What follows belongs to an exercise in optimizing a design on an open flow for small area, a short achievable clock period and few clock cycles per item; a production flow would make more cautious choices. RTL that was checked went through simulation tests only; none was proved equivalent to the original.

==> 04-11: inputs <==
==> flow/design.v <==
module sha256_1(
	input  wire         CLK,
	input  wire         RST,
	input  wire         write_en,
	input  wire [639:0] block_in,
	input  wire [255:0] digest_in,
	output wire [255:0] digest_out_1,
	output wire [255:0] digest_out_2,
	output wire         valid_out
);
	localparam [6:0] LAST = 7'd73;
	reg  [6:0]  cnt;
	reg         valid_r;
	reg  [31:0] a, b, c, d, e, f, g, h;
	reg  [31:0] wr [0:15];
	reg  [31:0] pk;
	reg  [31:0] kr;
	reg  [31:0] hra;
	function [31:0] add32(input [31:0] x, input [31:0] y);
		reg [31:0] gg, pp;
		integer l, i, k;
		begin
			gg = x & y;
			pp = x ^ y;
			for (l = 0; l < 5; l = l + 1)
				for (i = 0; i < 32; i = i + 1)
					if ((i >> l) & 1) begin
						k = ((i >> l) << l) - 1;
						gg[i] = gg[i] | (pp[i] & gg[k]);
						pp[i] = pp[i] & pp[k];
					end
			add32 = x ^ y ^ {gg[30:0], 1'b0};
		end
	endfunction
	wire [6:0] cnt_n = (!write_en || cnt == LAST) ? 7'd0 : cnt + 7'd1;
	reg ldc, ffc, capc;
	always @(posedge CLK or negedge RST) begin
		if (!RST) begin
			cnt     <= 7'd0;
			valid_r <= 1'b0;
			ldc     <= 1'b1;
			ffc     <= 1'b0;
			capc    <= 1'b0;
		end else begin
			cnt     <= cnt_n;
			valid_r <= write_en && cnt == LAST;
			ldc     <= cnt_n < 7'd2;
			ffc     <= cnt_n >= 7'd66 && cnt_n <= 7'd69;
			capc    <= cnt_n >= 7'd70;
		end
	end
	wire [1:0] sa = cnt[1:0] + {cnt[6], cnt[6]};
	wire [1:0] se = cnt[1:0];
	wire [31:0] al = sa[0] ? digest_in[255:224] : digest_in[223:192];
	wire [31:0] ah = sa[0] ? digest_in[191:160] : digest_in[159:128];
	wire [31:0] ha = sa[1] ? al : ah;
	wire [31:0] el = se[0] ? digest_in[127:96] : digest_in[95:64];
	wire [31:0] eh = se[0] ? digest_in[63:32]  : digest_in[31:0];
	wire [31:0] he = se[1] ? el : eh;
	wire [31:0] s0w = {wr[1][6:0], wr[1][31:7]} ^ {wr[1][17:0], wr[1][31:18]} ^ (wr[1] >> 3);
	wire [31:0] s1w = {wr[14][16:0], wr[14][31:17]} ^ {wr[14][18:0], wr[14][31:19]} ^ (wr[14] >> 10);
	wire [31:0] ws0 = s1w ^ wr[9] ^ s0w;
	wire [31:0] wc0 = ((s1w & wr[9]) | (s1w & s0w) | (wr[9] & s0w)) << 1;
	wire [31:0] ws1 = ws0 ^ wc0 ^ wr[0];
	wire [31:0] wc1 = ((ws0 & wc0) | (ws0 & wr[0]) | (wc0 & wr[0])) << 1;
	wire [31:0] wsum = add32(ws1, wc1);
	wire [31:0] ffa = add32(d, hra);
	reg  [31:0] bw;
	always @* begin
		case (cnt)
		7'd0: bw = block_in[639:608];
		7'd1: bw = block_in[607:576];
		7'd2: bw = block_in[575:544];
		7'd3: bw = block_in[543:512];
		7'd4: bw = block_in[511:480];
		7'd5: bw = block_in[479:448];
		7'd6: bw = block_in[447:416];
		7'd7: bw = block_in[415:384];
		7'd8: bw = block_in[383:352];
		7'd9: bw = block_in[351:320];
		7'd10: bw = block_in[319:288];
		7'd11: bw = block_in[287:256];
		7'd12: bw = block_in[255:224];
		7'd13: bw = block_in[223:192];
		7'd14: bw = block_in[191:160];
		7'd15: bw = block_in[159:128];
		7'd64, 7'd65, 7'd66, 7'd67: bw = he;
		7'd68: bw = block_in[127:96];
		7'd69: bw = block_in[95:64];
		7'd70: bw = block_in[63:32];
		7'd71: bw = block_in[31:0];
		default: bw = wsum;
		endcase
	end
	reg [31:0] kv;
	always @* begin
		case (cnt)
		7'd0: kv = 32'h428a2f98;
		7'd1: kv = 32'h71374491;
		7'd2: kv = 32'hb5c0fbcf;
		7'd3: kv = 32'he9b5dba5;
		7'd4: kv = 32'h3956c25b;
		7'd5: kv = 32'h59f111f1;
		7'd6: kv = 32'h923f82a4;
		7'd7: kv = 32'hab1c5ed5;
		7'd8: kv = 32'hd807aa98;
		7'd9: kv = 32'h12835b01;
		7'd10: kv = 32'h243185be;
		7'd11: kv = 32'h550c7dc3;
		7'd12: kv = 32'h72be5d74;
		7'd13: kv = 32'h80deb1fe;
		7'd14: kv = 32'h9bdc06a7;
		7'd15: kv = 32'hc19bf174;
		7'd16: kv = 32'he49b69c1;
		7'd17: kv = 32'hefbe4786;
		7'd18: kv = 32'h0fc19dc6;
		7'd19: kv = 32'h240ca1cc;
		7'd20: kv = 32'h2de92c6f;
		7'd21: kv = 32'h4a7484aa;
		7'd22: kv = 32'h5cb0a9dc;
		7'd23: kv = 32'h76f988da;
		7'd24: kv = 32'h983e5152;
		7'd25: kv = 32'ha831c66d;
		7'd26: kv = 32'hb00327c8;
		7'd27: kv = 32'hbf597fc7;
		7'd28: kv = 32'hc6e00bf3;
		7'd29: kv = 32'hd5a79147;
		7'd30: kv = 32'h06ca6351;
		7'd31: kv = 32'h14292967;
		7'd32: kv = 32'h27b70a85;
		7'd33: kv = 32'h2e1b2138;
		7'd34: kv = 32'h4d2c6dfc;
		7'd35: kv = 32'h53380d13;
		7'd36: kv = 32'h650a7354;
		7'd37: kv = 32'h766a0abb;
		7'd38: kv = 32'h81c2c92e;
		7'd39: kv = 32'h92722c85;
		7'd40: kv = 32'ha2bfe8a1;
		7'd41: kv = 32'ha81a664b;
		7'd42: kv = 32'hc24b8b70;
		7'd43: kv = 32'hc76c51a3;
		7'd44: kv = 32'hd192e819;
		7'd45: kv = 32'hd6990624;
		7'd46: kv = 32'hf40e3585;
		7'd47: kv = 32'h106aa070;
		7'd48: kv = 32'h19a4c116;
		7'd49: kv = 32'h1e376c08;
		7'd50: kv = 32'h2748774c;
		7'd51: kv = 32'h34b0bcb5;
		7'd52: kv = 32'h391c0cb3;
		7'd53: kv = 32'h4ed8aa4a;
		7'd54: kv = 32'h5b9cca4f;
		7'd55: kv = 32'h682e6ff3;
		7'd56: kv = 32'h748f82ee;
		7'd57: kv = 32'h78a5636f;
		7'd58: kv = 32'h84c87814;
		7'd59: kv = 32'h8cc70208;
		7'd60: kv = 32'h90befffa;
		7'd61: kv = 32'ha4506ceb;
		7'd62: kv = 32'hbef9a3f7;
		7'd63: kv = 32'hc67178f2;
		7'd68: kv = 32'h428a2f98;
		7'd69: kv = 32'h71374491;
		7'd70: kv = 32'hb5c0fbcf;
		7'd71: kv = 32'he9b5dba5;
		default: kv = 32'h00000000;
		endcase
	end
	wire [31:0] S1  = {e[5:0], e[31:6]} ^ {e[10:0], e[31:11]} ^ {e[24:0], e[31:25]};
	wire [31:0] S0  = {a[1:0], a[31:2]} ^ {a[12:0], a[31:13]} ^ {a[21:0], a[31:22]};
	wire [31:0] CH  = (e & f) ^ (~e & g);
	wire [31:0] MAJ = (a & b) | (a & c) | (b & c);
	wire [31:0] xs = pk ^ S1 ^ CH;
	wire [31:0] xc = ((pk & S1) | (pk & CH) | (S1 & CH)) << 1;
	wire [31:0] zs = xs ^ xc ^ S0;
	wire [31:0] zc = ((xs & xc) | (xs & S0) | (xc & S0)) << 1;
	wire [31:0] os = zs ^ zc ^ MAJ;
	wire [31:0] oc = ((zs & zc) | (zs & MAJ) | (zc & MAJ)) << 1;
	wire [31:0] anew = add32(os, oc);
	wire [31:0] qs = xs ^ xc ^ d;
	wire [31:0] qc = ((xs & xc) | (xs & d) | (xc & d)) << 1;
	wire [31:0] enew = add32(qs, qc);
	integer i;
	always @(posedge CLK) begin
		for (i = 0; i < 15; i = i + 1) wr[i] <= wr[i+1];
		wr[15] <= bw;
		if (capc) begin
			wr[7] <= d;
			wr[3] <= h;
		end
		hra <= ha;
		kr  <= kv;
		pk  <= add32(g ^ kr ^ wr[15], ((g & kr) | (g & wr[15]) | (kr & wr[15])) << 1);
		a <= ldc ? al : ffc ? ffa : anew;
		b <= a;
		c <= ldc ? ah : b;
		d <= c;
		e <= ldc ? el : ffc ? pk : enew;
		f <= e;
		g <= ldc ? eh : f;
		h <= g;
	end
	assign valid_out = valid_r;
	assign digest_out_2 = {a, b, c, d, e, f, g, h};
	assign digest_out_1 = {wr[7], wr[6], wr[5], wr[4], wr[3], wr[2], wr[1], wr[0]};
endmodule
==> flow/flow/run.sh <==
#!/bin/bash
# Standard layout, with the port buffers made of the smallest buffer cell.
set -euo pipefail
export BUFFER_PORTS_ARGS="-buffer_cell sky130_fd_sc_hd__buf_1"
export SETUP_SLACK_MARGIN=10.0
bash standard.sh > standard_flow.log 2>&1
==> flow/standard.sh <==
#!/bin/bash
# synth_recipe.tcl (not shown) runs the flow's synth.tcl, then flattens the netlist and writes it again
# the make line also repeats each setting of config.mk as NAME=value (left out here)
make -C /OpenROAD-flow-scripts/flow DESIGN_CONFIG=/design/flow/config.mk WORK_HOME=/design/flow/orfs CLKGATE_MAP_FILE= SYNTH_SCRIPT=/design/flow/synth_recipe.tcl "${@:-finish}"
==> flow/config.mk <==
export PLATFORM = sky130hd
export DESIGN_NAME = sha256_1
export DESIGN_NICKNAME = sha256_1
export VERILOG_FILES = /design/flow/design.v
export SDC_FILE = /design/flow/constraint.sdc
export NUM_CORES = 4
export LEC_CHECK = 0
export CAP_MARGIN = 20
export CORE_AREA = 5 5 485 485
export DIE_AREA = 0 0 490 490
export PLACE_DENSITY = 0.75
export SLEW_MARGIN = 20
==> flow/constraint.sdc <==
create_clock -name core_clock -period 15.0 [get_ports {CLK}]
set_input_delay 3.0000 -clock core_clock [delete_from_list [all_inputs] [get_ports {CLK}]]
set_output_delay 3.0000 -clock core_clock [all_outputs]
set_load 0.01 [all_outputs]
==> inputs of 01-01, as changes to 04-11 <==
--- a/flow/design.v
+++ b/flow/design.v
@@ -65,4 +65,3 @@
 	wire [31:0] wc1 = ((ws0 & wc0) | (ws0 & wr[0]) | (wc0 & wr[0])) << 1;
-	wire [31:0] wsum = add32(ws1, wc1);
-	wire [31:0] ffa = add32(d, hra);
+	wire [31:0] wsum = add32(ffc ? d : ws1, ffc ? hra : wc1);
 	reg  [31:0] bw;
@@ -193,3 +192,3 @@
 		pk  <= add32(g ^ kr ^ wr[15], ((g & kr) | (g & wr[15]) | (kr & wr[15])) << 1);
-		a <= ldc ? al : ffc ? ffa : anew;
+		a <= ldc ? al : ffc ? wsum : anew;
 		b <= a;
--- a/flow/flow/run.sh
+++ b/flow/flow/run.sh
@@ -4,3 +4,3 @@
 export BUFFER_PORTS_ARGS="-buffer_cell sky130_fd_sc_hd__buf_1"
-export SETUP_SLACK_MARGIN=10.0
+export SETUP_SLACK_MARGIN=10.5
 bash standard.sh > standard_flow.log 2>&1
PLACE_DENSITY = 0.6   (was 0.75)
==> results.txt <==
- Between 01-01 and 04-11, the lower worst hold slack is in 01-01 (gap 0.013 ns).
- In 04-11 the global-route usage is higher than in 01-01, by 2.2 points.
- In 04-11 the final cell count is smaller than in 01-01, by 1.1%.
- Of 04-11 and 01-01, 04-11 has the higher clock skew (gap 0.0036 ns).
- Between 04-11 and 01-01, the lower register-to-register slack is in 04-11 (gap 0.30 ns).
- Between 04-11 and 01-01, the lower via count is in 01-01 (gap 2.2%, measured against 01-01).
- Of 01-01 and 04-11, 01-01 has the higher count of clock-buffer cells in the layout (gap 10).
- Between 01-01 and 04-11, the lower synthesized cell count is in 01-01 (gap 0.31%, measured against 04-11).
- In 01-01 the routed wire length is lower than in 04-11, by 7.4%.
==> figures <==
Routed metal-1 wire length: 01-01 136.3 mm; 04-11 147.1 mm
Worst reg-to-reg path cell count: 01-01 18; 04-11 13
Slowest cell on the critical path: 01-01 sky130_fd_sc_hd__fa_2; 04-11 sky130_fd_sc_hd__fa_1
Synthesized-area fraction occupied by and/or/nand/nor cells: 01-01 0.07732; 04-11 0.07772
Starting density of the core: 01-01 0.1897; 04-11 0.1898
Detailed-route wire length per cell: 01-01 40.70 um; 04-11 44.42 um
Final clock-cell share: 01-01 0.05691; 04-11 0.06283
Share of the yosys chip area belonging to registers: 01-01 0.4032; 04-11 0.4031
CP Depth: 01-01 18; 04-11 13
Average instance area after synthesis: 01-01 10.55 um2; 04-11 10.52 um2
Result of the run: 01-01 timing/DRC/antenna clean; 04-11 timing/DRC/antenna clean
Relative area of non-clock buffer cells in the final design: 01-01 0.1318; 04-11 0.1074
Destination of the critical timing path: 01-01 e[30]; 04-11 wr[15][17]
Post-layout nets: 01-01 6913; 04-11 6827
DP Cell Count: 01-01 8433; 04-11 8446
Largest clock skew in the final design: 01-01 0.07733 ns; 04-11 0.08097 ns
Worst reg2reg path endpoint: 01-01 e[30]; 04-11 wr[15][17]
Utilization of the core after routing: 01-01 0.2654; 04-11 0.2471
Global-route track usage on met3: 01-01 0.06838; 04-11 0.1682
Transition time of the tightest slew-check pin: 01-01 1.085 ns; 04-11 1.325 ns
Testbench counts of 01-01, summed over its fixed seeds: cycles 14,208, items 192.
No functional check of the RTL was part of 04-11.

==> separate check: timing with driven ports <==
In the flow no input, the clock included, has a driving cell. The finished layouts below were timed again as built, in two steps. Step 1, drivers: a clkbuf_16 drives CLK and a buf_2 each remaining input, both assumed. Step 2 times the ports against the registers' clock, not the clock port: input delays grow and output delays shrink by t, the midpoint of the rising clock arrivals with the driver on. a / b / c = ideal ports / drivers / drivers and shift; a / b = the first two.
run	t, ns	setup WS [ns]	worst setup path at the end	clock arrival spread, ns	pins driven straight from the clock port
04-11	0.840	10.008 / 9.956 / 9.260	input to register	0.081 / 0.081	1
01-01	0.837	10.307 / 10.307 / 9.555	input to register	0.083 / 0.083	1
After both steps setup and hold are still met in every run listed. For 01-01, which loses most, drivers alone change the setup slack by 0.000 ns; drivers and shift together by -0.752 ns.
